From an optimization exercise on the open Yosys and OpenROAD flow, aimed at small area and a short achievable clock period; shortcuts taken in it are not production practice.
No functional check of the RTL was part of any run shown here.

[flow/flow/run.sh]
#!/bin/bash
# Standard ORFS layout, with the port buffers made of buf_2 cells instead of the default choice.
set -euo pipefail
bash standard.sh "BUFFER_PORTS_ARGS=-buffer_cell sky130_fd_sc_hd__buf_2" finish > make_finish.log 2>&1
[flow/standard.sh]
#!/bin/bash
# synth_recipe.tcl (not shown) runs the flow's synth.tcl, then flattens the netlist and writes it again
# the make line also repeats each setting of config.mk as NAME=value (left out here)
make -C /OpenROAD-flow-scripts/flow DESIGN_CONFIG=/design/flow/config.mk WORK_HOME=/design/flow/orfs CLKGATE_MAP_FILE= SYNTH_SCRIPT=/design/flow/synth_recipe.tcl "${@:-finish}"
[flow/config.mk]
export PLATFORM = sky130hd
export DESIGN_NAME = MACRegister
export DESIGN_NICKNAME = MACRegister
export VERILOG_FILES = /design/flow/design.v
export SDC_FILE = /design/flow/constraint.sdc
export NUM_CORES = 4
export LEC_CHECK = 0
export CAP_MARGIN = 20
export CORE_MARGIN = 2
export CORE_UTILIZATION = 40
export SETUP_SLACK_MARGIN = 1.0
export SLEW_MARGIN = 20
export SYNTH_HIERARCHICAL = 1
export SYNTH_MINIMUM_KEEP_SIZE = 0
[flow/constraint.sdc]
create_clock -name core_clock -period 19.0 [get_ports {clk}]
set_input_delay 3.8000 -clock core_clock [delete_from_list [all_inputs] [get_ports {clk}]]
set_output_delay 3.8000 -clock core_clock [all_outputs]
set_load 0.01 [all_outputs]
[flow/design.v]
`timescale 1ns / 1ps
module HalfAdder(
    input a,
    input b,
    output f,
    output carryOut
    );
    assign f = a ^ b;
    assign carryOut = a & b;
endmodule
`timescale 1ns / 1ps
module FullAdder(
    input a,
    input b,
    input carryIn,
    output sum,
    output carryOut
    );
    assign sum = a ^ b ^ carryIn;
    assign carryOut = (a & b) | (a & carryIn) | (b & carryIn);
endmodule
`timescale 1ns / 1ps
module MACRegister(
    input clk,
    input rst,
    input [1:0] opcode,
    input [15:0] a,
    input [15:0] b,
    output [31:0] dataOut
    );
    reg [31:0] register;
    assign dataOut = register;
    wire [31:0] rt = ~register;
    wire pp0_0 = ~(a[0] & b[0]), pp0_1 = ~(a[0] & b[1]), pp0_2 = ~(a[0] & b[2]), pp0_3 = ~(a[0] & b[3]), pp0_4 = ~(a[0] & b[4]), pp0_5 = ~(a[0] & b[5]), pp0_6 = ~(a[0] & b[6]), pp0_7 = ~(a[0] & b[7]), pp0_8 = ~(a[0] & b[8]), pp0_9 = ~(a[0] & b[9]), pp0_10 = ~(a[0] & b[10]), pp0_11 = ~(a[0] & b[11]), pp0_12 = ~(a[0] & b[12]), pp0_13 = ~(a[0] & b[13]), pp0_14 = ~(a[0] & b[14]), pp0_15 = ~(a[0] & b[15]);
    wire pp1_0 = ~(a[1] & b[0]), pp1_1 = ~(a[1] & b[1]), pp1_2 = ~(a[1] & b[2]), pp1_3 = ~(a[1] & b[3]), pp1_4 = ~(a[1] & b[4]), pp1_5 = ~(a[1] & b[5]), pp1_6 = ~(a[1] & b[6]), pp1_7 = ~(a[1] & b[7]), pp1_8 = ~(a[1] & b[8]), pp1_9 = ~(a[1] & b[9]), pp1_10 = ~(a[1] & b[10]), pp1_11 = ~(a[1] & b[11]), pp1_12 = ~(a[1] & b[12]), pp1_13 = ~(a[1] & b[13]), pp1_14 = ~(a[1] & b[14]), pp1_15 = ~(a[1] & b[15]);
    wire pp2_0 = ~(a[2] & b[0]), pp2_1 = ~(a[2] & b[1]), pp2_2 = ~(a[2] & b[2]), pp2_3 = ~(a[2] & b[3]), pp2_4 = ~(a[2] & b[4]), pp2_5 = ~(a[2] & b[5]), pp2_6 = ~(a[2] & b[6]), pp2_7 = ~(a[2] & b[7]), pp2_8 = ~(a[2] & b[8]), pp2_9 = ~(a[2] & b[9]), pp2_10 = ~(a[2] & b[10]), pp2_11 = ~(a[2] & b[11]), pp2_12 = ~(a[2] & b[12]), pp2_13 = ~(a[2] & b[13]), pp2_14 = ~(a[2] & b[14]), pp2_15 = ~(a[2] & b[15]);
    wire pp3_0 = ~(a[3] & b[0]), pp3_1 = ~(a[3] & b[1]), pp3_2 = ~(a[3] & b[2]), pp3_3 = ~(a[3] & b[3]), pp3_4 = ~(a[3] & b[4]), pp3_5 = ~(a[3] & b[5]), pp3_6 = ~(a[3] & b[6]), pp3_7 = ~(a[3] & b[7]), pp3_8 = ~(a[3] & b[8]), pp3_9 = ~(a[3] & b[9]), pp3_10 = ~(a[3] & b[10]), pp3_11 = ~(a[3] & b[11]), pp3_12 = ~(a[3] & b[12]), pp3_13 = ~(a[3] & b[13]), pp3_14 = ~(a[3] & b[14]), pp3_15 = ~(a[3] & b[15]);
    wire pp4_0 = ~(a[4] & b[0]), pp4_1 = ~(a[4] & b[1]), pp4_2 = ~(a[4] & b[2]), pp4_3 = ~(a[4] & b[3]), pp4_4 = ~(a[4] & b[4]), pp4_5 = ~(a[4] & b[5]), pp4_6 = ~(a[4] & b[6]), pp4_7 = ~(a[4] & b[7]), pp4_8 = ~(a[4] & b[8]), pp4_9 = ~(a[4] & b[9]), pp4_10 = ~(a[4] & b[10]), pp4_11 = ~(a[4] & b[11]), pp4_12 = ~(a[4] & b[12]), pp4_13 = ~(a[4] & b[13]), pp4_14 = ~(a[4] & b[14]), pp4_15 = ~(a[4] & b[15]);
    wire pp5_0 = ~(a[5] & b[0]), pp5_1 = ~(a[5] & b[1]), pp5_2 = ~(a[5] & b[2]), pp5_3 = ~(a[5] & b[3]), pp5_4 = ~(a[5] & b[4]), pp5_5 = ~(a[5] & b[5]), pp5_6 = ~(a[5] & b[6]), pp5_7 = ~(a[5] & b[7]), pp5_8 = ~(a[5] & b[8]), pp5_9 = ~(a[5] & b[9]), pp5_10 = ~(a[5] & b[10]), pp5_11 = ~(a[5] & b[11]), pp5_12 = ~(a[5] & b[12]), pp5_13 = ~(a[5] & b[13]), pp5_14 = ~(a[5] & b[14]), pp5_15 = ~(a[5] & b[15]);
    wire pp6_0 = ~(a[6] & b[0]), pp6_1 = ~(a[6] & b[1]), pp6_2 = ~(a[6] & b[2]), pp6_3 = ~(a[6] & b[3]), pp6_4 = ~(a[6] & b[4]), pp6_5 = ~(a[6] & b[5]), pp6_6 = ~(a[6] & b[6]), pp6_7 = ~(a[6] & b[7]), pp6_8 = ~(a[6] & b[8]), pp6_9 = ~(a[6] & b[9]), pp6_10 = ~(a[6] & b[10]), pp6_11 = ~(a[6] & b[11]), pp6_12 = ~(a[6] & b[12]), pp6_13 = ~(a[6] & b[13]), pp6_14 = ~(a[6] & b[14]), pp6_15 = ~(a[6] & b[15]);
    wire pp7_0 = ~(a[7] & b[0]), pp7_1 = ~(a[7] & b[1]), pp7_2 = ~(a[7] & b[2]), pp7_3 = ~(a[7] & b[3]), pp7_4 = ~(a[7] & b[4]), pp7_5 = ~(a[7] & b[5]), pp7_6 = ~(a[7] & b[6]), pp7_7 = ~(a[7] & b[7]), pp7_8 = ~(a[7] & b[8]), pp7_9 = ~(a[7] & b[9]), pp7_10 = ~(a[7] & b[10]), pp7_11 = ~(a[7] & b[11]), pp7_12 = ~(a[7] & b[12]), pp7_13 = ~(a[7] & b[13]), pp7_14 = ~(a[7] & b[14]), pp7_15 = ~(a[7] & b[15]);
    wire pp8_0 = ~(a[8] & b[0]), pp8_1 = ~(a[8] & b[1]), pp8_2 = ~(a[8] & b[2]), pp8_3 = ~(a[8] & b[3]), pp8_4 = ~(a[8] & b[4]), pp8_5 = ~(a[8] & b[5]), pp8_6 = ~(a[8] & b[6]), pp8_7 = ~(a[8] & b[7]), pp8_8 = ~(a[8] & b[8]), pp8_9 = ~(a[8] & b[9]), pp8_10 = ~(a[8] & b[10]), pp8_11 = ~(a[8] & b[11]), pp8_12 = ~(a[8] & b[12]), pp8_13 = ~(a[8] & b[13]), pp8_14 = ~(a[8] & b[14]), pp8_15 = ~(a[8] & b[15]);
    wire pp9_0 = ~(a[9] & b[0]), pp9_1 = ~(a[9] & b[1]), pp9_2 = ~(a[9] & b[2]), pp9_3 = ~(a[9] & b[3]), pp9_4 = ~(a[9] & b[4]), pp9_5 = ~(a[9] & b[5]), pp9_6 = ~(a[9] & b[6]), pp9_7 = ~(a[9] & b[7]), pp9_8 = ~(a[9] & b[8]), pp9_9 = ~(a[9] & b[9]), pp9_10 = ~(a[9] & b[10]), pp9_11 = ~(a[9] & b[11]), pp9_12 = ~(a[9] & b[12]), pp9_13 = ~(a[9] & b[13]), pp9_14 = ~(a[9] & b[14]), pp9_15 = ~(a[9] & b[15]);
    wire pp10_0 = ~(a[10] & b[0]), pp10_1 = ~(a[10] & b[1]), pp10_2 = ~(a[10] & b[2]), pp10_3 = ~(a[10] & b[3]), pp10_4 = ~(a[10] & b[4]), pp10_5 = ~(a[10] & b[5]), pp10_6 = ~(a[10] & b[6]), pp10_7 = ~(a[10] & b[7]), pp10_8 = ~(a[10] & b[8]), pp10_9 = ~(a[10] & b[9]), pp10_10 = ~(a[10] & b[10]), pp10_11 = ~(a[10] & b[11]), pp10_12 = ~(a[10] & b[12]), pp10_13 = ~(a[10] & b[13]), pp10_14 = ~(a[10] & b[14]), pp10_15 = ~(a[10] & b[15]);
    wire pp11_0 = ~(a[11] & b[0]), pp11_1 = ~(a[11] & b[1]), pp11_2 = ~(a[11] & b[2]), pp11_3 = ~(a[11] & b[3]), pp11_4 = ~(a[11] & b[4]), pp11_5 = ~(a[11] & b[5]), pp11_6 = ~(a[11] & b[6]), pp11_7 = ~(a[11] & b[7]), pp11_8 = ~(a[11] & b[8]), pp11_9 = ~(a[11] & b[9]), pp11_10 = ~(a[11] & b[10]), pp11_11 = ~(a[11] & b[11]), pp11_12 = ~(a[11] & b[12]), pp11_13 = ~(a[11] & b[13]), pp11_14 = ~(a[11] & b[14]), pp11_15 = ~(a[11] & b[15]);
    wire pp12_0 = ~(a[12] & b[0]), pp12_1 = ~(a[12] & b[1]), pp12_2 = ~(a[12] & b[2]), pp12_3 = ~(a[12] & b[3]), pp12_4 = ~(a[12] & b[4]), pp12_5 = ~(a[12] & b[5]), pp12_6 = ~(a[12] & b[6]), pp12_7 = ~(a[12] & b[7]), pp12_8 = ~(a[12] & b[8]), pp12_9 = ~(a[12] & b[9]), pp12_10 = ~(a[12] & b[10]), pp12_11 = ~(a[12] & b[11]), pp12_12 = ~(a[12] & b[12]), pp12_13 = ~(a[12] & b[13]), pp12_14 = ~(a[12] & b[14]), pp12_15 = ~(a[12] & b[15]);
    wire pp13_0 = ~(a[13] & b[0]), pp13_1 = ~(a[13] & b[1]), pp13_2 = ~(a[13] & b[2]), pp13_3 = ~(a[13] & b[3]), pp13_4 = ~(a[13] & b[4]), pp13_5 = ~(a[13] & b[5]), pp13_6 = ~(a[13] & b[6]), pp13_7 = ~(a[13] & b[7]), pp13_8 = ~(a[13] & b[8]), pp13_9 = ~(a[13] & b[9]), pp13_10 = ~(a[13] & b[10]), pp13_11 = ~(a[13] & b[11]), pp13_12 = ~(a[13] & b[12]), pp13_13 = ~(a[13] & b[13]), pp13_14 = ~(a[13] & b[14]), pp13_15 = ~(a[13] & b[15]);
    wire pp14_0 = ~(a[14] & b[0]), pp14_1 = ~(a[14] & b[1]), pp14_2 = ~(a[14] & b[2]), pp14_3 = ~(a[14] & b[3]), pp14_4 = ~(a[14] & b[4]), pp14_5 = ~(a[14] & b[5]), pp14_6 = ~(a[14] & b[6]), pp14_7 = ~(a[14] & b[7]), pp14_8 = ~(a[14] & b[8]), pp14_9 = ~(a[14] & b[9]), pp14_10 = ~(a[14] & b[10]), pp14_11 = ~(a[14] & b[11]), pp14_12 = ~(a[14] & b[12]), pp14_13 = ~(a[14] & b[13]), pp14_14 = ~(a[14] & b[14]), pp14_15 = ~(a[14] & b[15]);
    wire pp15_0 = ~(a[15] & b[0]), pp15_1 = ~(a[15] & b[1]), pp15_2 = ~(a[15] & b[2]), pp15_3 = ~(a[15] & b[3]), pp15_4 = ~(a[15] & b[4]), pp15_5 = ~(a[15] & b[5]), pp15_6 = ~(a[15] & b[6]), pp15_7 = ~(a[15] & b[7]), pp15_8 = ~(a[15] & b[8]), pp15_9 = ~(a[15] & b[9]), pp15_10 = ~(a[15] & b[10]), pp15_11 = ~(a[15] & b[11]), pp15_12 = ~(a[15] & b[12]), pp15_13 = ~(a[15] & b[13]), pp15_14 = ~(a[15] & b[14]), pp15_15 = ~(a[15] & b[15]);
    wire s1, c2, s3, c4, s5, c6, s7, c8, s9, c10, s11, c12, s13, c14, s15, c16;
    wire s17, c18, s19, c20, s21, c22, s23, c24, s25, c26, s27, c28, s29, c30, s31, c32;
    wire s33, c34, s35, c36, s37, c38, s39, c40, s41, c42, s43, c44, s45, c46, s47, c48;
    wire s49, c50, s51, c52, s53, c54, s55, c56, s57, c58, s59, c60, s61, c62, s63, c64;
    wire s65, c66, s67, c68, s69, c70, s71, c72, s73, c74, s75, c76, s77, c78, s79, c80;
    wire s81, c82, s83, c84, s85, c86, s87, c88, s89, c90, s91, c92, s93, c94, s95, c96;
    wire s97, c98, s99, c100, s101, c102, s103, c104, s105, c106, s107, c108, s109, c110, s111, c112;
    wire s113, c114, s115, c116, s117, c118, s119, c120, s121, c122, s123, c124, s125, c126, s127, c128;
    wire s129, c130, s131, c132, s133, c134, s135, c136, s137, c138, s139, c140, s141, c142, s143, c144;
    wire s145, c146, s147, c148, s149, c150, s151, c152, s153, c154, s155, c156, s157, c158, s159, c160;
    wire s161, c162, s163, c164, s165, c166, s167, c168, s169, c170, s171, c172, s173, c174, s175, c176;
    wire s177, c178, s179, c180, s181, c182, s183, c184, s185, c186, s187, c188, s189, c190, s191, c192;
    wire s193, c194, s195, c196, s197, c198, s199, c200, s201, c202, s203, c204, s205, c206, s207, c208;
    wire s209, c210, s211, c212, s213, c214, s215, c216, s217, c218, s219, c220, s221, c222, s223, c224;
    wire s225, c226, s227, c228, s229, c230, s231, c232, s233, c234, s235, c236, s237, c238, s239, c240;
    wire s241, c242, s243, c244, s245, c246, s247, c248, s249, c250, s251, c252, s253, c254, s255, c256;
    wire s257, c258, s259, c260, s261, c262, s263, c264, s265, c266, s267, c268, s269, c270, s271, c272;
    wire s273, c274, s275, c276, s277, c278, s279, c280, s281, c282, s283, c284, s285, c286, s287, c288;
    wire s289, c290, s291, c292, s293, c294, s295, c296, s297, c298, s299, c300, s301, c302, s303, c304;
    wire s305, c306, s307, c308, s309, c310, s311, c312, s313, c314, s315, c316, s317, c318, s319, c320;
    wire s321, c322, s323, c324, s325, c326, s327, c328, s329, c330, s331, c332, s333, c334, s335, c336;
    wire s337, c338, s339, c340, s341, c342, s343, c344, s345, c346, s347, c348, s349, c350, s351, c352;
    wire s353, c354, s355, c356, s357, c358, s359, c360, s361, c362, s363, c364, s365, c366, s367, c368;
    wire s369, c370, s371, c372, s373, c374, s375, c376, s377, c378, s379, c380, s381, c382, s383, c384;
    wire s385, c386, s387, c388, s389, c390, s391, c392, s393, c394, s395, c396, s397, c398, s399, c400;
    wire s401, c402, s403, c404, s405, c406, s407, c408, s409, c410, s411, c412, s413, c414, s415, c416;
    wire s417, c418, s419, c420, s421, c422, s423, c424, s425, c426, s427, c428, s429, c430, s431, c432;
    wire s433, c434, s435, c436, s437, c438, s439, c440, s441, c442, s443, c444, s445, c446, s447, c448;
    wire s449, c450, s451, c452, s453, c454, s455, c456, s457, c458, s459, c460, s461, c462, s463, c464;
    wire s465, c466, s467, c468, s469, c470, s471, c472, s473, c474, s475, c476, s477, c478, s479, c480;
    FullAdder fa0(rt[1], pp0_1, 1'b1, s1, c2);
    FullAdder fa1(rt[2], pp0_2, pp1_1, s3, c4);
    FullAdder fa2(pp2_0, c2, 1'b1, s5, c6);
    FullAdder fa3(rt[3], pp0_3, pp1_2, s7, c8);
    FullAdder fa4(pp2_1, pp3_0, c4, s9, c10);
    FullAdder fa5(s7, c6, 1'b1, s11, c12);
    FullAdder fa6(rt[4], pp0_4, pp1_3, s13, c14);
    FullAdder fa7(pp2_2, pp3_1, pp4_0, s15, c16);
    FullAdder fa8(c8, s13, s15, s17, c18);
    FullAdder fa9(c10, s17, 1'b1, s19, c20);
    FullAdder fa10(rt[5], pp0_5, pp1_4, s21, c22);
    FullAdder fa11(pp2_3, pp3_2, pp4_1, s23, c24);
    FullAdder fa12(pp5_0, c14, c16, s25, c26);
    FullAdder fa13(s21, s23, c18, s27, c28);
    FullAdder fa14(s25, s27, 1'b1, s29, c30);
    FullAdder fa15(rt[6], pp0_6, pp1_5, s31, c32);
    FullAdder fa16(pp2_4, pp3_3, pp4_2, s33, c34);
    FullAdder fa17(pp5_1, pp6_0, c22, s35, c36);
    FullAdder fa18(c24, s31, s33, s37, c38);
    FullAdder fa19(c26, s35, s37, s39, c40);
    FullAdder fa20(c28, s39, 1'b1, s41, c42);
    FullAdder fa21(rt[7], pp0_7, pp1_6, s43, c44);
    FullAdder fa22(pp2_5, pp3_4, pp4_3, s45, c46);
    FullAdder fa23(pp5_2, pp6_1, pp7_0, s47, c48);
    FullAdder fa24(c32, c34, s43, s49, c50);
    FullAdder fa25(s45, s47, c36, s51, c52);
    FullAdder fa26(c38, s49, s51, s53, c54);
    FullAdder fa27(c40, s53, 1'b1, s55, c56);
    FullAdder fa28(rt[8], pp0_8, pp1_7, s57, c58);
    FullAdder fa29(pp2_6, pp3_5, pp4_4, s59, c60);
    FullAdder fa30(pp5_3, pp6_2, pp7_1, s61, c62);
    FullAdder fa31(pp8_0, c44, c46, s63, c64);
    FullAdder fa32(c48, s57, s59, s65, c66);
    FullAdder fa33(s61, c50, s63, s67, c68);
    FullAdder fa34(s65, c52, s67, s69, c70);
    FullAdder fa35(c54, s69, 1'b1, s71, c72);
    FullAdder fa36(rt[9], pp0_9, pp1_8, s73, c74);
    FullAdder fa37(pp2_7, pp3_6, pp4_5, s75, c76);
    FullAdder fa38(pp5_4, pp6_3, pp7_2, s77, c78);
    FullAdder fa39(pp8_1, pp9_0, c58, s79, c80);
    FullAdder fa40(c60, c62, s73, s81, c82);
    FullAdder fa41(s75, s77, c64, s83, c84);
    FullAdder fa42(s79, c66, s81, s85, c86);
    FullAdder fa43(s83, c68, s85, s87, c88);
    FullAdder fa44(c70, s87, 1'b1, s89, c90);
    FullAdder fa45(rt[10], pp0_10, pp10_0, s91, c92);
    FullAdder fa46(pp1_9, pp2_8, pp3_7, s93, c94);
    FullAdder fa47(pp4_6, pp5_5, pp6_4, s95, c96);
    FullAdder fa48(pp7_3, pp8_2, pp9_1, s97, c98);
    FullAdder fa49(c74, c76, c78, s99, c100);
    FullAdder fa50(s91, s93, s95, s101, c102);
    FullAdder fa51(s97, c80, c82, s103, c104);
    FullAdder fa52(s99, s101, c84, s105, c106);
    FullAdder fa53(c86, s103, s105, s107, c108);
    FullAdder fa54(c88, s107, 1'b1, s109, c110);
    FullAdder fa55(rt[11], pp0_11, pp10_1, s111, c112);
    FullAdder fa56(pp11_0, pp1_10, pp2_9, s113, c114);
    FullAdder fa57(pp3_8, pp4_7, pp5_6, s115, c116);
    FullAdder fa58(pp6_5, pp7_4, pp8_3, s117, c118);
    FullAdder fa59(pp9_2, c92, c94, s119, c120);
    FullAdder fa60(c96, c98, s111, s121, c122);
    FullAdder fa61(s113, s115, s117, s123, c124);
    FullAdder fa62(c100, s119, c102, s125, c126);
    FullAdder fa63(s121, s123, c104, s127, c128);
    FullAdder fa64(s125, c106, s127, s129, c130);
    FullAdder fa65(c108, s129, 1'b1, s131, c132);
    FullAdder fa66(rt[12], pp0_12, pp10_2, s133, c134);
    FullAdder fa67(pp11_1, pp12_0, pp1_11, s135, c136);
    FullAdder fa68(pp2_10, pp3_9, pp4_8, s137, c138);
    FullAdder fa69(pp5_7, pp6_6, pp7_5, s139, c140);
    FullAdder fa70(pp8_4, pp9_3, c112, s141, c142);
    FullAdder fa71(c114, c116, c118, s143, c144);
    FullAdder fa72(s133, s135, s137, s145, c146);
    FullAdder fa73(s139, c120, s141, s147, c148);
    FullAdder fa74(c122, c124, s143, s149, c150);
    FullAdder fa75(s145, s147, c126, s151, c152);
    FullAdder fa76(s149, c128, s151, s153, c154);
    FullAdder fa77(c130, s153, 1'b1, s155, c156);
    FullAdder fa78(rt[13], pp0_13, pp10_3, s157, c158);
    FullAdder fa79(pp11_2, pp12_1, pp13_0, s159, c160);
    FullAdder fa80(pp1_12, pp2_11, pp3_10, s161, c162);
    FullAdder fa81(pp4_9, pp5_8, pp6_7, s163, c164);
    FullAdder fa82(pp7_6, pp8_5, pp9_4, s165, c166);
    FullAdder fa83(c134, c136, c138, s167, c168);
    FullAdder fa84(c140, s157, s159, s169, c170);
    FullAdder fa85(s161, s163, s165, s171, c172);
    FullAdder fa86(c142, c144, c146, s173, c174);
    FullAdder fa87(s167, s169, s171, s175, c176);
    FullAdder fa88(c148, c150, s173, s177, c178);
    FullAdder fa89(s175, c152, s177, s179, c180);
    FullAdder fa90(c154, s179, 1'b1, s181, c182);
    FullAdder fa91(rt[14], pp0_14, pp10_4, s183, c184);
    FullAdder fa92(pp11_3, pp12_2, pp13_1, s185, c186);
    FullAdder fa93(pp14_0, pp1_13, pp2_12, s187, c188);
    FullAdder fa94(pp3_11, pp4_10, pp5_9, s189, c190);
    FullAdder fa95(pp6_8, pp7_7, pp8_6, s191, c192);
    FullAdder fa96(pp9_5, c158, c160, s193, c194);
    FullAdder fa97(c162, c164, c166, s195, c196);
    FullAdder fa98(s183, s185, s187, s197, c198);
    FullAdder fa99(s189, s191, c168, s199, c200);
    FullAdder fa100(s193, c170, c172, s201, c202);
    FullAdder fa101(s195, s197, s199, s203, c204);
    FullAdder fa102(c174, c176, s201, s205, c206);
    FullAdder fa103(s203, c178, s205, s207, c208);
    FullAdder fa104(c180, s207, 1'b1, s209, c210);
    FullAdder fa105(rt[15], pp0_15, pp10_5, s211, c212);
    FullAdder fa106(pp11_4, pp12_3, pp13_2, s213, c214);
    FullAdder fa107(pp14_1, pp15_0, pp1_14, s215, c216);
    FullAdder fa108(pp2_13, pp3_12, pp4_11, s217, c218);
    FullAdder fa109(pp5_10, pp6_9, pp7_8, s219, c220);
    FullAdder fa110(pp8_7, pp9_6, c184, s221, c222);
    FullAdder fa111(c186, c188, c190, s223, c224);
    FullAdder fa112(c192, s211, s213, s225, c226);
    FullAdder fa113(s215, s217, s219, s227, c228);
    FullAdder fa114(c194, s221, c196, s229, c230);
    FullAdder fa115(c198, s223, s225, s231, c232);
    FullAdder fa116(s227, c200, c202, s233, c234);
    FullAdder fa117(s229, s231, c204, s235, c236);
    FullAdder fa118(c206, s233, s235, s237, c238);
    FullAdder fa119(c208, s237, 1'b1, s239, c240);
    FullAdder fa120(rt[16], pp10_6, pp11_5, s241, c242);
    FullAdder fa121(pp12_4, pp13_3, pp14_2, s243, c244);
    FullAdder fa122(pp15_1, pp1_15, pp2_14, s245, c246);
    FullAdder fa123(pp3_13, pp4_12, pp5_11, s247, c248);
    FullAdder fa124(pp6_10, pp7_9, pp8_8, s249, c250);
    FullAdder fa125(pp9_7, c212, c214, s251, c252);
    FullAdder fa126(c216, c218, c220, s253, c254);
    FullAdder fa127(s241, s243, s245, s255, c256);
    FullAdder fa128(s247, s249, c222, s257, c258);
    FullAdder fa129(s251, c224, c226, s259, c260);
    FullAdder fa130(c228, s253, s255, s261, c262);
    FullAdder fa131(s257, c230, c232, s263, c264);
    FullAdder fa132(s259, s261, c234, s265, c266);
    FullAdder fa133(s263, c236, s265, s267, c268);
    FullAdder fa134(c238, s267, 1'b1, s269, c270);
    FullAdder fa135(rt[17], pp10_7, pp11_6, s271, c272);
    FullAdder fa136(pp12_5, pp13_4, pp14_3, s273, c274);
    FullAdder fa137(pp15_2, pp2_15, pp3_14, s275, c276);
    FullAdder fa138(pp4_13, pp5_12, pp6_11, s277, c278);
    FullAdder fa139(pp7_10, pp8_9, pp9_8, s279, c280);
    FullAdder fa140(c242, c244, c246, s281, c282);
    FullAdder fa141(c248, c250, s271, s283, c284);
    FullAdder fa142(s273, s275, s277, s285, c286);
    FullAdder fa143(s279, c252, c254, s287, c288);
    FullAdder fa144(c256, s281, s283, s289, c290);
    FullAdder fa145(s285, c258, c260, s291, c292);
    FullAdder fa146(s287, c262, s289, s293, c294);
    FullAdder fa147(c264, s291, s293, s295, c296);
    FullAdder fa148(c266, s295, c268, s297, c298);
    FullAdder fa149(rt[18], pp10_8, pp11_7, s299, c300);
    FullAdder fa150(pp12_6, pp13_5, pp14_4, s301, c302);
    FullAdder fa151(pp15_3, pp3_15, pp4_14, s303, c304);
    FullAdder fa152(pp5_13, pp6_12, pp7_11, s305, c306);
    FullAdder fa153(pp8_10, pp9_9, c272, s307, c308);
    FullAdder fa154(c274, c276, c278, s309, c310);
    FullAdder fa155(c280, s299, s301, s311, c312);
    FullAdder fa156(s303, s305, s307, s313, c314);
    FullAdder fa157(c282, c284, c286, s315, c316);
    FullAdder fa158(s309, s311, c288, s317, c318);
    FullAdder fa159(s313, c290, s315, s319, c320);
    FullAdder fa160(c292, s317, c294, s321, c322);
    FullAdder fa161(s319, c296, s321, s323, c324);
    FullAdder fa162(rt[19], pp10_9, pp11_8, s325, c326);
    FullAdder fa163(pp12_7, pp13_6, pp14_5, s327, c328);
    FullAdder fa164(pp15_4, pp4_15, pp5_14, s329, c330);
    FullAdder fa165(pp6_13, pp7_12, pp8_11, s331, c332);
    FullAdder fa166(pp9_10, c300, c302, s333, c334);
    FullAdder fa167(c304, c306, s325, s335, c336);
    FullAdder fa168(s327, s329, s331, s337, c338);
    FullAdder fa169(c308, s333, c310, s339, c340);
    FullAdder fa170(c312, s335, s337, s341, c342);
    FullAdder fa171(c314, c316, s339, s343, c344);
    FullAdder fa172(s341, c318, c320, s345, c346);
    FullAdder fa173(s343, c322, s345, s347, c348);
    FullAdder fa174(rt[20], pp10_10, pp11_9, s349, c350);
    FullAdder fa175(pp12_8, pp13_7, pp14_6, s351, c352);
    FullAdder fa176(pp15_5, pp5_15, pp6_14, s353, c354);
    FullAdder fa177(pp7_13, pp8_12, pp9_11, s355, c356);
    FullAdder fa178(c326, c328, c330, s357, c358);
    FullAdder fa179(c332, s349, s351, s359, c360);
    FullAdder fa180(s353, s355, c334, s361, c362);
    FullAdder fa181(c336, s357, c338, s363, c364);
    FullAdder fa182(s359, s361, c340, s365, c366);
    FullAdder fa183(c342, s363, c344, s367, c368);
    FullAdder fa184(s365, c346, s367, s369, c370);
    FullAdder fa185(rt[21], pp10_11, pp11_10, s371, c372);
    FullAdder fa186(pp12_9, pp13_8, pp14_7, s373, c374);
    FullAdder fa187(pp15_6, pp6_15, pp7_14, s375, c376);
    FullAdder fa188(pp8_13, pp9_12, c350, s377, c378);
    FullAdder fa189(c352, c354, c356, s379, c380);
    FullAdder fa190(s371, s373, s375, s381, c382);
    FullAdder fa191(s377, c358, c360, s383, c384);
    FullAdder fa192(s379, s381, c362, s385, c386);
    FullAdder fa193(s383, c364, s385, s387, c388);
    FullAdder fa194(c366, s387, c368, s389, c390);
    FullAdder fa195(rt[22], pp10_12, pp11_11, s391, c392);
    FullAdder fa196(pp12_10, pp13_9, pp14_8, s393, c394);
    FullAdder fa197(pp15_7, pp7_15, pp8_14, s395, c396);
    FullAdder fa198(pp9_13, c372, c374, s397, c398);
    FullAdder fa199(c376, s391, s393, s399, c400);
    FullAdder fa200(s395, c378, s397, s401, c402);
    FullAdder fa201(c380, c382, s399, s403, c404);
    FullAdder fa202(c384, s401, s403, s405, c406);
    FullAdder fa203(c386, s405, c388, s407, c408);
    FullAdder fa204(rt[23], pp10_13, pp11_12, s409, c410);
    FullAdder fa205(pp12_11, pp13_10, pp14_9, s411, c412);
    FullAdder fa206(pp15_8, pp8_15, pp9_14, s413, c414);
    FullAdder fa207(c392, c394, c396, s415, c416);
    FullAdder fa208(s409, s411, s413, s417, c418);
    FullAdder fa209(c398, c400, s415, s419, c420);
    FullAdder fa210(s417, c402, c404, s421, c422);
    FullAdder fa211(s419, c406, s421, s423, c424);
    FullAdder fa212(rt[24], pp10_14, pp11_13, s425, c426);
    FullAdder fa213(pp12_12, pp13_11, pp14_10, s427, c428);
    FullAdder fa214(pp15_9, pp9_15, c410, s429, c430);
    FullAdder fa215(c412, c414, s425, s431, c432);
    FullAdder fa216(s427, s429, c416, s433, c434);
    FullAdder fa217(c418, s431, c420, s435, c436);
    FullAdder fa218(s433, c422, s435, s437, c438);
    FullAdder fa219(rt[25], pp10_15, pp11_14, s439, c440);
    FullAdder fa220(pp12_13, pp13_12, pp14_11, s441, c442);
    FullAdder fa221(pp15_10, c426, c428, s443, c444);
    FullAdder fa222(s439, s441, c430, s445, c446);
    FullAdder fa223(s443, c432, s445, s447, c448);
    FullAdder fa224(c434, s447, c436, s449, c450);
    FullAdder fa225(rt[26], pp11_15, pp12_14, s451, c452);
    FullAdder fa226(pp13_13, pp14_12, pp15_11, s453, c454);
    FullAdder fa227(c440, c442, s451, s455, c456);
    FullAdder fa228(s453, c444, s455, s457, c458);
    FullAdder fa229(c446, s457, c448, s459, c460);
    FullAdder fa230(rt[27], pp12_15, pp13_14, s461, c462);
    FullAdder fa231(pp14_13, pp15_12, c452, s463, c464);
    FullAdder fa232(c454, s461, s463, s465, c466);
    FullAdder fa233(c456, c458, s465, s467, c468);
    FullAdder fa234(rt[28], pp13_15, pp14_14, s469, c470);
    FullAdder fa235(pp15_13, c462, s469, s471, c472);
    FullAdder fa236(c464, s471, c466, s473, c474);
    FullAdder fa237(rt[29], pp14_15, pp15_14, s475, c476);
    FullAdder fa238(c470, s475, c472, s477, c478);
    FullAdder fa239(rt[30], pp15_15, c476, s479, c480);
    wire [31:0] x = {rt[31], s479, s477, s473, s467, s459, s449, c424, s423, s407, s389, c348, c324, s323, s297, c240, c210, c182, c156, c132, c110, c90, c72, c56, c42, c30, c20, c12, s9, s3, pp1_0, rt[0]};
    wire [31:0] y = {c480, c478, c474, c468, c460, c450, c438, s437, c408, c390, c370, s369, s347, c298, c270, s269, s239, s209, s181, s155, s131, s109, s89, s71, s55, s41, s29, s19, s11, s5, s1, pp0_0};
    wire [31:0] st;
    wire [31:0] g = x[31:0] & y[31:0];
    wire [31:0] p = x[31:0] ^ y[31:0];
    wire gc = g[0] | p[0];   
    wire G481 = g[1] | (p[1] & gc);
    wire G482 = g[3] | (p[3] & g[2]);
    wire P483 = p[3] & p[2];
    wire G484 = g[5] | (p[5] & g[4]);
    wire P485 = p[5] & p[4];
    wire G486 = g[7] | (p[7] & g[6]);
    wire P487 = p[7] & p[6];
    wire G488 = g[9] | (p[9] & g[8]);
    wire P489 = p[9] & p[8];
    wire G490 = g[11] | (p[11] & g[10]);
    wire P491 = p[11] & p[10];
    wire G492 = g[13] | (p[13] & g[12]);
    wire P493 = p[13] & p[12];
    wire G494 = g[15] | (p[15] & g[14]);
    wire P495 = p[15] & p[14];
    wire G496 = g[17] | (p[17] & g[16]);
    wire P497 = p[17] & p[16];
    wire G498 = g[19] | (p[19] & g[18]);
    wire P499 = p[19] & p[18];
    wire G500 = g[21] | (p[21] & g[20]);
    wire P501 = p[21] & p[20];
    wire G502 = g[23] | (p[23] & g[22]);
    wire P503 = p[23] & p[22];
    wire G504 = g[25] | (p[25] & g[24]);
    wire P505 = p[25] & p[24];
    wire G506 = g[27] | (p[27] & g[26]);
    wire P507 = p[27] & p[26];
    wire G508 = g[29] | (p[29] & g[28]);
    wire P509 = p[29] & p[28];
    wire G510 = g[31] | (p[31] & g[30]);
    wire P511 = p[31] & p[30];
    wire G512 = G482 | (P483 & G481);
    wire G513 = G486 | (P487 & G484);
    wire P514 = P487 & P485;
    wire G515 = G490 | (P491 & G488);
    wire P516 = P491 & P489;
    wire G517 = G494 | (P495 & G492);
    wire P518 = P495 & P493;
    wire G519 = G498 | (P499 & G496);
    wire P520 = P499 & P497;
    wire G521 = G502 | (P503 & G500);
    wire P522 = P503 & P501;
    wire G523 = G506 | (P507 & G504);
    wire P524 = P507 & P505;
    wire G525 = G510 | (P511 & G508);
    wire P526 = P511 & P509;
    wire G527 = G513 | (P514 & G512);
    wire G528 = G517 | (P518 & G515);
    wire P529 = P518 & P516;
    wire G530 = G521 | (P522 & G519);
    wire P531 = P522 & P520;
    wire G532 = G525 | (P526 & G523);
    wire P533 = P526 & P524;
    wire G534 = G528 | (P529 & G527);
    wire G535 = G532 | (P533 & G530);
    wire P536 = P533 & P531;
    wire G537 = G535 | (P536 & G534);
    wire G538 = G530 | (P531 & G534);
    wire G539 = G515 | (P516 & G527);
    wire G540 = G519 | (P520 & G534);
    wire G541 = G523 | (P524 & G538);
    wire G542 = G484 | (P485 & G512);
    wire G543 = G488 | (P489 & G527);
    wire G544 = G492 | (P493 & G539);
    wire G545 = G496 | (P497 & G534);
    wire G546 = G500 | (P501 & G540);
    wire G547 = G504 | (P505 & G538);
    wire G548 = G508 | (P509 & G541);
    wire G549 = g[2] | (p[2] & G481);
    wire G550 = g[4] | (p[4] & G512);
    wire G551 = g[6] | (p[6] & G542);
    wire G552 = g[8] | (p[8] & G527);
    wire G553 = g[10] | (p[10] & G543);
    wire G554 = g[12] | (p[12] & G539);
    wire G555 = g[14] | (p[14] & G544);
    wire G556 = g[16] | (p[16] & G534);
    wire G557 = g[18] | (p[18] & G545);
    wire G558 = g[20] | (p[20] & G540);
    wire G559 = g[22] | (p[22] & G546);
    wire G560 = g[24] | (p[24] & G538);
    wire G561 = g[26] | (p[26] & G547);
    wire G562 = g[28] | (p[28] & G541);
    wire G563 = g[30] | (p[30] & G548);
    assign st[0] = p[0] ^ 1'b1;
    assign st[1] = p[1] ^ gc;
    assign st[2] = p[2] ^ G481;
    assign st[3] = p[3] ^ G549;
    assign st[4] = p[4] ^ G512;
    assign st[5] = p[5] ^ G550;
    assign st[6] = p[6] ^ G542;
    assign st[7] = p[7] ^ G551;
    assign st[8] = p[8] ^ G527;
    assign st[9] = p[9] ^ G552;
    assign st[10] = p[10] ^ G543;
    assign st[11] = p[11] ^ G553;
    assign st[12] = p[12] ^ G539;
    assign st[13] = p[13] ^ G554;
    assign st[14] = p[14] ^ G544;
    assign st[15] = p[15] ^ G555;
    assign st[16] = p[16] ^ G534;
    assign st[17] = p[17] ^ G556;
    assign st[18] = p[18] ^ G545;
    assign st[19] = p[19] ^ G557;
    assign st[20] = p[20] ^ G540;
    assign st[21] = p[21] ^ G558;
    assign st[22] = p[22] ^ G546;
    assign st[23] = p[23] ^ G559;
    assign st[24] = p[24] ^ G538;
    assign st[25] = p[25] ^ G560;
    assign st[26] = p[26] ^ G547;
    assign st[27] = p[27] ^ G561;
    assign st[28] = p[28] ^ G541;
    assign st[29] = p[29] ^ G562;
    assign st[30] = p[30] ^ G548;
    assign st[31] = p[31] ^ G563;
    always @ (posedge clk) begin
        if (rst)
            register <= 32'd0;
        else case (opcode)
            2'd1:  
                register <= {a, b};
            2'd2:  
                register <= ~st;
        endcase
    end
endmodule
==> impl_metrics.tcl, run 1 <==
set metrics [dict create \
    worstPathMaxFanout 17 \
    crit_arrival_ns 10.27 \
    grt_usage_pct 21.7 \
    worstHoldPathType "flip-flop to flip-flop" \
    fill_cells 2123 \
    cts_hold_buf 0 \
    dpl.hpwl_mm 18.4 \
    netlist_top_cells_count "263 x nand2_1, 256 x fa_1, 72 x clkbuf_1" \
    seqCellArea_um2 641 \
    max-cap-violations 0 \
    first_global_vias 7074 \
    reg_top3 "register (32)" \
    placed_cells 1188 \
    syn_inst 904 \
    multiInputGateArea_mm2 0.00773 \
    initial_core_util_pct 40.7 \
    vias 6412 \
    r2r_setup_slack_ns 12.44 \
    setup_viol 0 \
    finalCriticalPeriod_ns 10.12 \
    cts_tree "done" \
    drive_gt1_share_pct 9.18 \
    regMostFlops "register" \
    status "timing/DRC/antenna clean" \
    r2r-start "register[12]$_SDFFE_PP0P_" \
    holdWs_ns 0.523 \
    hold_depth 2 \
    startpoint_type "primary input" \
    clock-sinks 32 \
    grt_pass1_wl_mm 39.4 \
    synth.avg_cell_area_um2 9.79 \
    timing.rr.end "register[31]$_SDFFE_PP0P_" \
    clockBufferDepth 2 \
    overflow 0 \
    grt_max_degree 65 \
    gp_congestion 0.898 \
    syn2layout_area_growth_pct 6.70 \
    endpoint_kind "flip-flop" \
    insertion_delay_ns 0.29 \
    grt_setup_unrepaired "no" \
    ys_ff_latch 32 \
    worstHoldStart "register[15]$_SDFFE_PP0P_" \
    route.detailed.drc 0 \
    ys.flop_type "dfxtp_1" \
    diodes 0 \
    row_count 54 \
    cp.required_ns 19.15 \
    fin_crit_sh_pct 53.3 \
    avgViaCountPerCell 5.37 \
    max_freq_ghz 0.0988 \
    synth_top_area_share_pct 57.9 \
    h-tree-depth 2 \
    async_flop_share_pct 0 \
    drt-initial-drc-count 503 \
    synth_edf_count 0 \
    clk_pin_slew_worst_paths_ns 0.06 \
    startpoint "a[10]" \
    postCtsSetupBuffers 0 \
    port_buffers 67 \
    wl_per_cell_um 19.9 \
    yosysSeqAreaShare_pct 7.24 \
    core_mm2 0.0218 \
    die_x_um 153 \
    dr.pass1.iters 5 \
    io_pins 68 \
    setup_tns_ns 0 \
    min_to "register[15]$_SDFFE_PP0P_" \
    reg2reg_depth 23 \
    syn_area_mm2 0.00885 \
    place_ws_ns 8.59 \
    postRouteAntennaNets 0 \
    antenna_found_initial 0 \
    cts_root_buf "clkbuf_16" \
    largest_register_ffs 32 \
    yosysUniqueCellTypes 38 \
    cts_inserted_buffers 5 \
    layout.nets 1237 \
    slew_headroom_pct 46.9 \
    wirelength_mm 23.8 \
    final_hold_viol_count 0 \
    synth.area.top_cells "fa_1 58%, nand2_1 11%, dfxtp_1 7.2%" \
    yosysMostFrequentCell "nand2_1" \
    die-area_mm2 0.0233 \
    drv_slew 0 \
    die_y_um 153 \
    worst_pin_slew_ns 0.797 \
    fin_cells 1195 \
    critical_path_class "primary input to flip-flop" \
    yosysTopAreaCell "fa_1" \
    fin_ws_ns 8.88 \
    ys_warn_count 7 \
    fin_worst_skew_ns 0.00725 \
    cts_repair_resize_count 0 \
]
## logic make-up (layout without fill, tap and decap cells)
logic type / Yosys count / after routing / share of synthesized area [%]
AND/OR/NAND/NOR: 320 / 320 / 14.3
adder cells (fa/ha/maj): 286 / 286 / 62.1
buffers and inverters: 144 / 140 / 6.11
AO/OA/AOI/OAI: 100 / 100 / 8.00
flip-flops: 32 / 32 / 7.24
XOR/XNOR: 15 / 15 / 1.48
multiplexers: 6 / 6 / 0.679
other: 1 / 16 / 0.0424
## worst max-delay path, stage by stage
cell      delay, ns
buf_2          0.39
nand2_1        0.13
fa_1           0.41
fa_1           0.45
fa_1           0.46
fa_1           0.39
fa_1           0.52
fa_1           0.44
fa_1           0.46
ha_1           0.35
and4_1         0.22
nand3_1        0.09
or3_4          0.43
a21boi_4       0.21
o31ai_4        0.11
o21ai_1        0.25
a31oi_1        0.14
fa_1           0.39
xor2_1         0.18
nor2_1         0.06
mux2i_1        0.14
nor2_1         0.05
a21oi_1        0.14
nor2_1         0.05
## per-module statistics from Yosys, one instance, submodules excluded
module	cell area (um2)	times used	flip-flops and latches
FullAdder	20.0	240	0
MACRegister	4050	1	32
## cell type report
class	instances	share of cell area, %
Timing Repair Buffer	69	3.71
Tap cell	280	3.71
Multi-Input combinational cell	743	81.8
Clock inverter	1	0.0530
Clock buffer	6	1.36
Inverter	64	2.54
Sequential cell	32	6.78
## worst max-delay path by stage
stage	to	slack, ns	cells after the start
3_5_place_dp	register[31]$_SDFFE_PP0P_	8.59	24
6_report	register[31]$_SDFFE_PP0P_	8.88	24
5_1_grt	register[31]$_SDFFE_PP0P_	8.51	24
2_1_floorplan	register[31]$_SDFFE_PP0P_	8.93	25
4_1_cts	register[31]$_SDFFE_PP0P_	8.87	24
3_3_place_gp	register[31]$_SDFFE_PP0P_	8.74	24
## layer usage
metal	up-vias	track usage (%)	wire, um
met5	-	0	0
met4	0	7.50	874
met3	49	2.42	1580
met2	262	35.1	11400
met1	3317	30.6	9950
li1	2784	-	-
## metrics by stage
stage / util, % / instance area, um2
final: 43.4 / 9440
after CTS: 43.4 / 9440
after global routing: 43.4 / 9440
after detailed placement: 42.8 / 9310
after global placement: 42.8 / 9310
after floorplan: - / 8910
## cell usage in the layout (no fill, tap or decap), drive strengths merged, types with 3 or more instances in the layout
cell type	count
a21oi	27
clkbuf	6
ha	30
nor2b	15
mux2i	6
a211oi	46
fa	256
nor2	33
buf	69
o21ai	6
conb	16
inv	64
nand3	3
nand2	263
dfxtp	32
a21o	12
xnor2	14
==> inputs of run 2 (changes only) <==
--- a/flow/design.v
+++ b/flow/design.v
@@ -354,90 +354,136 @@
     wire P509 = p[29] & p[28];
     wire G510 = g[31] | (p[31] & g[30]);
     wire P511 = p[31] & p[30];
-    wire G512 = G482 | (P483 & G481);
-    wire G513 = G486 | (P487 & G484);
-    wire P514 = P487 & P485;
-    wire G515 = G490 | (P491 & G488);
-    wire P516 = P491 & P489;
-    wire G517 = G494 | (P495 & G492);
-    wire P518 = P495 & P493;
-    wire G519 = G498 | (P499 & G496);
-    wire P520 = P499 & P497;
-    wire G521 = G502 | (P503 & G500);
-    wire P522 = P503 & P501;
-    wire G523 = G506 | (P507 & G504);
-    wire P524 = P507 & P505;
-    wire G525 = G510 | (P511 & G508);
-    wire P526 = P511 & P509;
-    wire G527 = G513 | (P514 & G512);
-    wire G528 = G517 | (P518 & G515);
-    wire P529 = P518 & P516;
-    wire G530 = G521 | (P522 & G519);
-    wire P531 = P522 & P520;
-    wire G532 = G525 | (P526 & G523);
-    wire P533 = P526 & P524;
-    wire G534 = G528 | (P529 & G527);
-    wire G535 = G532 | (P533 & G530);
-    wire P536 = P533 & P531;
-    wire G537 = G535 | (P536 & G534);
-    wire G538 = G530 | (P531 & G534);
-    wire G539 = G515 | (P516 & G527);
-    wire G540 = G519 | (P520 & G534);
-    wire G541 = G523 | (P524 & G538);
-    wire G542 = G484 | (P485 & G512);
-    wire G543 = G488 | (P489 & G527);
-    wire G544 = G492 | (P493 & G539);
-    wire G545 = G496 | (P497 & G534);
-    wire G546 = G500 | (P501 & G540);
-    wire G547 = G504 | (P505 & G538);
-    wire G548 = G508 | (P509 & G541);
-    wire G549 = g[2] | (p[2] & G481);
-    wire G550 = g[4] | (p[4] & G512);
-    wire G551 = g[6] | (p[6] & G542);
-    wire G552 = g[8] | (p[8] & G527);
-    wire G553 = g[10] | (p[10] & G543);
-    wire G554 = g[12] | (p[12] & G539);
-    wire G555 = g[14] | (p[14] & G544);
-    wire G556 = g[16] | (p[16] & G534);
-    wire G557 = g[18] | (p[18] & G545);
-    wire G558 = g[20] | (p[20] & G540);
-    wire G559 = g[22] | (p[22] & G546);
-    wire G560 = g[24] | (p[24] & G538);
-    wire G561 = g[26] | (p[26] & G547);
-    wire G562 = g[28] | (p[28] & G541);
-    wire G563 = g[30] | (p[30] & G548);
+    wire G512 = g[2] | (p[2] & G481);
+    wire G513 = G482 | (P483 & G481);
+    wire G514 = g[6] | (p[6] & G484);
+    wire P515 = p[6] & P485;
+    wire G516 = G486 | (P487 & G484);
+    wire P517 = P487 & P485;
+    wire G518 = g[10] | (p[10] & G488);
+    wire P519 = p[10] & P489;
+    wire G520 = G490 | (P491 & G488);
+    wire P521 = P491 & P489;
+    wire G522 = g[14] | (p[14] & G492);
+    wire P523 = p[14] & P493;
+    wire G524 = G494 | (P495 & G492);
+    wire P525 = P495 & P493;
+    wire G526 = g[18] | (p[18] & G496);
+    wire P527 = p[18] & P497;
+    wire G528 = G498 | (P499 & G496);
+    wire P529 = P499 & P497;
+    wire G530 = g[22] | (p[22] & G500);
+    wire P531 = p[22] & P501;
+    wire G532 = G502 | (P503 & G500);
+    wire P533 = P503 & P501;
+    wire G534 = g[26] | (p[26] & G504);
+    wire P535 = p[26] & P505;
+    wire G536 = G506 | (P507 & G504);
+    wire P537 = P507 & P505;
+    wire G538 = g[30] | (p[30] & G508);
+    wire P539 = p[30] & P509;
+    wire G540 = G510 | (P511 & G508);
+    wire P541 = P511 & P509;
+    wire G542 = g[4] | (p[4] & G513);
+    wire G543 = G484 | (P485 & G513);
+    wire G544 = G514 | (P515 & G513);
+    wire G545 = G516 | (P517 & G513);
+    wire G546 = g[12] | (p[12] & G520);
+    wire P547 = p[12] & P521;
+    wire G548 = G492 | (P493 & G520);
+    wire P549 = P493 & P521;
+    wire G550 = G522 | (P523 & G520);
+    wire P551 = P523 & P521;
+    wire G552 = G524 | (P525 & G520);
+    wire P553 = P525 & P521;
+    wire G554 = g[20] | (p[20] & G528);
+    wire P555 = p[20] & P529;
+    wire G556 = G500 | (P501 & G528);
+    wire P557 = P501 & P529;
+    wire G558 = G530 | (P531 & G528);
+    wire P559 = P531 & P529;
+    wire G560 = G532 | (P533 & G528);
+    wire P561 = P533 & P529;
+    wire G562 = g[28] | (p[28] & G536);
+    wire P563 = p[28] & P537;
+    wire G564 = G508 | (P509 & G536);
+    wire P565 = P509 & P537;
+    wire G566 = G538 | (P539 & G536);
+    wire P567 = P539 & P537;
+    wire G568 = G540 | (P541 & G536);
+    wire P569 = P541 & P537;
+    wire G570 = g[8] | (p[8] & G545);
+    wire G571 = G488 | (P489 & G545);
+    wire G572 = G518 | (P519 & G545);
+    wire G573 = G520 | (P521 & G545);
+    wire G574 = G546 | (P547 & G545);
+    wire G575 = G548 | (P549 & G545);
+    wire G576 = G550 | (P551 & G545);
+    wire G577 = G552 | (P553 & G545);
+    wire G578 = g[24] | (p[24] & G560);
+    wire P579 = p[24] & P561;
+    wire G580 = G504 | (P505 & G560);
+    wire P581 = P505 & P561;
+    wire G582 = G534 | (P535 & G560);
+    wire P583 = P535 & P561;
+    wire G584 = G536 | (P537 & G560);
+    wire P585 = P537 & P561;
+    wire G586 = G562 | (P563 & G560);
+    wire P587 = P563 & P561;
+    wire G588 = G564 | (P565 & G560);
+    wire P589 = P565 & P561;
+    wire G590 = G566 | (P567 & G560);
+    wire P591 = P567 & P561;
+    wire G592 = G568 | (P569 & G560);
+    wire P593 = P569 & P561;
+    wire G594 = g[16] | (p[16] & G577);
+    wire G595 = G496 | (P497 & G577);
+    wire G596 = G526 | (P527 & G577);
+    wire G597 = G528 | (P529 & G577);
+    wire G598 = G554 | (P555 & G577);
+    wire G599 = G556 | (P557 & G577);
+    wire G600 = G558 | (P559 & G577);
+    wire G601 = G560 | (P561 & G577);
+    wire G602 = G578 | (P579 & G577);
+    wire G603 = G580 | (P581 & G577);
+    wire G604 = G582 | (P583 & G577);
+    wire G605 = G584 | (P585 & G577);
+    wire G606 = G586 | (P587 & G577);
+    wire G607 = G588 | (P589 & G577);
+    wire G608 = G590 | (P591 & G577);
+    wire G609 = G592 | (P593 & G577);
     assign st[0] = p[0] ^ 1'b1;
     assign st[1] = p[1] ^ gc;
     assign st[2] = p[2] ^ G481;
-    assign st[3] = p[3] ^ G549;
-    assign st[4] = p[4] ^ G512;
-    assign st[5] = p[5] ^ G550;
-    assign st[6] = p[6] ^ G542;
-    assign st[7] = p[7] ^ G551;
-    assign st[8] = p[8] ^ G527;
-    assign st[9] = p[9] ^ G552;
-    assign st[10] = p[10] ^ G543;
-    assign st[11] = p[11] ^ G553;
-    assign st[12] = p[12] ^ G539;
-    assign st[13] = p[13] ^ G554;
-    assign st[14] = p[14] ^ G544;
-    assign st[15] = p[15] ^ G555;
-    assign st[16] = p[16] ^ G534;
-    assign st[17] = p[17] ^ G556;
-    assign st[18] = p[18] ^ G545;
-    assign st[19] = p[19] ^ G557;
-    assign st[20] = p[20] ^ G540;
-    assign st[21] = p[21] ^ G558;
-    assign st[22] = p[22] ^ G546;
-    assign st[23] = p[23] ^ G559;
-    assign st[24] = p[24] ^ G538;
-    assign st[25] = p[25] ^ G560;
-    assign st[26] = p[26] ^ G547;
-    assign st[27] = p[27] ^ G561;
-    assign st[28] = p[28] ^ G541;
-    assign st[29] = p[29] ^ G562;
-    assign st[30] = p[30] ^ G548;
-    assign st[31] = p[31] ^ G563;
+    assign st[3] = p[3] ^ G512;
+    assign st[4] = p[4] ^ G513;
+    assign st[5] = p[5] ^ G542;
+    assign st[6] = p[6] ^ G543;
+    assign st[7] = p[7] ^ G544;
+    assign st[8] = p[8] ^ G545;
+    assign st[9] = p[9] ^ G570;
+    assign st[10] = p[10] ^ G571;
+    assign st[11] = p[11] ^ G572;
+    assign st[12] = p[12] ^ G573;
+    assign st[13] = p[13] ^ G574;
+    assign st[14] = p[14] ^ G575;
+    assign st[15] = p[15] ^ G576;
+    assign st[16] = p[16] ^ G577;
+    assign st[17] = p[17] ^ G594;
+    assign st[18] = p[18] ^ G595;
+    assign st[19] = p[19] ^ G596;
+    assign st[20] = p[20] ^ G597;
+    assign st[21] = p[21] ^ G598;
+    assign st[22] = p[22] ^ G599;
+    assign st[23] = p[23] ^ G600;
+    assign st[24] = p[24] ^ G601;
+    assign st[25] = p[25] ^ G602;
+    assign st[26] = p[26] ^ G603;
+    assign st[27] = p[27] ^ G604;
+    assign st[28] = p[28] ^ G605;
+    assign st[29] = p[29] ^ G606;
+    assign st[30] = p[30] ^ G607;
+    assign st[31] = p[31] ^ G608;
     always @ (posedge clk) begin
         if (rst)
             register <= 32'd0;
==> impl_metrics.tcl, run 2 <==
set metrics [dict create \
    clock-sinks 32 \
    clk_pin_slew_worst_paths_ns 0.07 \
    setup_tns_ns 0 \
    dpl.hpwl_mm 19.9 \
    crit_buf_inv 1 \
    layout_commonest_cell "nand2_1" \
    cts_tree "done" \
    yosysSeqAreaShare_pct 7.21 \
    final_area_mm2 0.00949 \
    startpoint_type "primary input" \
    grt_max_degree 58 \
    r2r-start "register[12]$_SDFFE_PP0P_" \
    core_mm2 0.0218 \
    finalCriticalPeriod_ns 9.41 \
    yosysMostFrequentCell "nand2_1" \
    worstHoldStart "register[15]$_SDFFE_PP0P_" \
    initial_core_util_pct 40.7 \
    yosysUniqueCellTypes 58 \
    fin_worst_skew_ns 0.0104 \
    worst_pin_slew_ns 0.924 \
    grt_pass1_wl_mm 42.7 \
    h-tree-depth 2 \
    cts_root_buf "clkbuf_16" \
    avgViaCountPerCell 5.65 \
    dr.pass1.iters 5 \
    row_count 54 \
    vias 6959 \
    grt_setup_unrepaired "no" \
    wirelength_mm 26.6 \
    insertion_delay_ns 0.31 \
    ys_warn_count 7 \
    min_to "register[15]$_SDFFE_PP0P_" \
    max_freq_ghz 0.106 \
    setup_viol 0 \
    crit_family "adder cells" \
    critical_path_class "primary input to flip-flop" \
    cts_inserted_buffers 5 \
    crit_arrival_ns 9.58 \
    status "timing/DRC/antenna clean" \
    syn_inst 938 \
    cts_hold_buf 0 \
    io_pins 68 \
    fin_ws_ns 9.59 \
    ys.flop_type "dfxtp_1" \
    hold_depth 2 \
    largest_register_ffs 32 \
    layout.nets 1262 \
    clockBufferDepth 2 \
    antenna_found_initial 0 \
    drive_gt1_share_pct 9.26 \
    synth.mux.area_fraction_pct 0.113 \
    gp_congestion 0.872 \
    critPathSlowestCell "fa_1" \
    timing.rr.end "register[30]$_SDFFE_PP0P_" \
    synth_top_family_by_area "adder cells" \
    postRouteAntennaNets 0 \
    synthSimpleGateAreaFrac_pct 16.7 \
    synthXorXnorAreaFrac_pct 1.28 \
    r2r_setup_slack_ns 13.01 \
    place_area_mm2 0.00935 \
    async_flop_share_pct 0 \
    synth_top_area_share_pct 55.2 \
    final_hold_viol_count 0 \
    syn_area_mm2 0.00888 \
    cts_repair_resize_count 0 \
    startpoint "b[12]" \
    die-area_mm2 0.0234 \
    synth.avg_cell_area_um2 9.47 \
    synth.area.top_cells "fa_1 55%, nand2_1 12%, dfxtp_1 7.2%" \
    fin_crit_sh_pct 49.5 \
    first_global_vias 7525 \
    regMostFlops "register" \
    critPathMostFrequentCell "fa_1" \
    yosysTopAreaCell "fa_1" \
    grt_usage_pct 24.0 \
    netlist_top_cells_count "275 x nand2_1, 245 x fa_1, 75 x clkbuf_1" \
    slew_headroom_pct 38.2 \
    mostFrequentLayoutCells "275 x nand2_1, 245 x fa_1, 67 x buf_2" \
    drv_slew 0 \
    wl_per_cell_um 21.6 \
    port_buffers 67 \
    max-cap-violations 0 \
    die_x_um 153 \
    crit_chain "buf_2, nand2_1, fa_1, fa_1, fa_1, fa_1, fa_1, fa_1, fa_1, ha_1, a21oi_1, o21a_1, o21ai_0, o211ai_1, nand3_1, and3_1, nor3_1, o22ai_1" \
    ys_ff_latch 32 \
    synthAdderAreaFrac_pct 59.6 \
    place_ws_ns 9.33 \
    postCtsSetupBuffers 0 \
    drt-initial-drc-count 415 \
    reg2reg_depth 17 \
    synth_edf_count 0 \
    synth_compound_area_share_pct 9.69 \
    holdWs_ns 0.481 \
    syn2layout_area_growth_pct 6.79 \
    worstHoldPathType "flip-flop to flip-flop" \
    endpoint_kind "flip-flop" \
    worstPathMaxFanout 17 \
    reg_top3 "register (32)" \
    die_y_um 153 \
    cp.required_ns 19.17 \
    route.detailed.drc 0 \
    overflow 0 \
    max_stage_delay_ns 0.53 \
]
run 2: cell types whose count changed in the layout (fill, tap and decap cells not counted), moves of 10 or more:
cell,change
fa_1,-11
inv_1,-16
nand2_1,+12
nor3_1,+10
o21ai_0,+12
a211oi_1,-26
nor2b_1,-10
run 2: final cells by class:
| class | instances | area (um2) |
|---|---|---|
| tap | 280 | 350 |
| clock buffer | 6 | 129 |
| clock inverter | 1 | 5.00 |
| inverter | 47 | 176 |
| multi-input combinational | 794 | 7830 |
| timing repair buffer | 70 | 358 |
| antenna | 1 | 2.50 |
| sequential | 32 | 641 |
| fill | 2144 | 12300 |
run 2: kinds of logic after synthesis:
group                      after synthesis
buffers and inverters                  127
DFF                                     32
adders and majority gates              276
other                                    1
AOI/OAI and AO/OA                      125
and+or+nand+nor                        363
muxes                                    1
xor gates and xnor gates                13
run 2: how the worst max path moves through the flow:
stage / to / slack [ns] / cells past startpoint
floorplan: register[25]$_SDFFE_PP0P_ / 9.54 / 18
global placement: register[25]$_SDFFE_PP0P_ / 9.40 / 18
detailed placement: register[25]$_SDFFE_PP0P_ / 9.33 / 18
CTS: register[25]$_SDFFE_PP0P_ / 9.65 / 18
global route: register[30]$_SDFFE_PP0P_ / 9.35 / 18
finish: register[30]$_SDFFE_PP0P_ / 9.59 / 18
run 2: worst min-delay path: cells and delay by family, from the launching register on:
kind | cells | cell delay, ns
AOI/OAI and AO/OA | 1 | 0.05
and+or+nand+nor | 1 | 0.06
DFF | 1 | 0.32
run 2: metal layers:
| layer | routed length (um) | GRT usage (%) |
|---|---|---|
| met3 | 1790 | 3.49 |
| met1 | 11200 | 32.8 |
| met4 | 1070 | 10.1 |
| met2 | 12600 | 38.4 |
| met5 | 0 | 0 |
run 2: modules after synthesis, one instance, submodules excluded:
module,flip-flops and latches,cells
FullAdder,0,1
MACRegister,32,698
run 2: per-stage QoR:
stage / cells / utilization (%)
floorplan: 953 / -
global placement: 1223 / 42.8
detailed placement: 1223 / 42.8
CTS: 1230 / 43.5
global route: 1230 / 43.5
finish: 1231 / 43.5

==> static timing again, ports no longer ideal <==
No port has a modelled driver above. Below, the same layouts with a new extraction and two added sets of constraints. Step 1 assumes that a clkbuf_16 drives the clock port and a buf_2 every other input. Step 2 times the ports against the registers' clock, not the clock port: input delays grow and output delays shrink by t, the midpoint of the rising clock arrivals with the driver on. a / b / c = ideal / step 1 / step 2; a / b = the first two.
| run | t (ns) | setup slack, ns | hold slack, ns | worst setup path at the end | worst register clock-pin slew, ns |
|---|---|---|---|---|---|
| run 1 | 0.323 | 8.878 / 8.884 / 8.561 | 0.523 / 0.523 / 0.523 | input to register | 0.06 / 0.06 |
| run 2 | 0.343 | 9.589 / 9.608 / 9.266 | 0.481 / 0.481 / 0.481 | input to register | 0.07 / 0.07 |
After both steps every run listed still meets setup and hold. For run 2, which loses most, drivers alone change the setup slack by +0.019 ns; drivers and shift together by -0.323 ns.
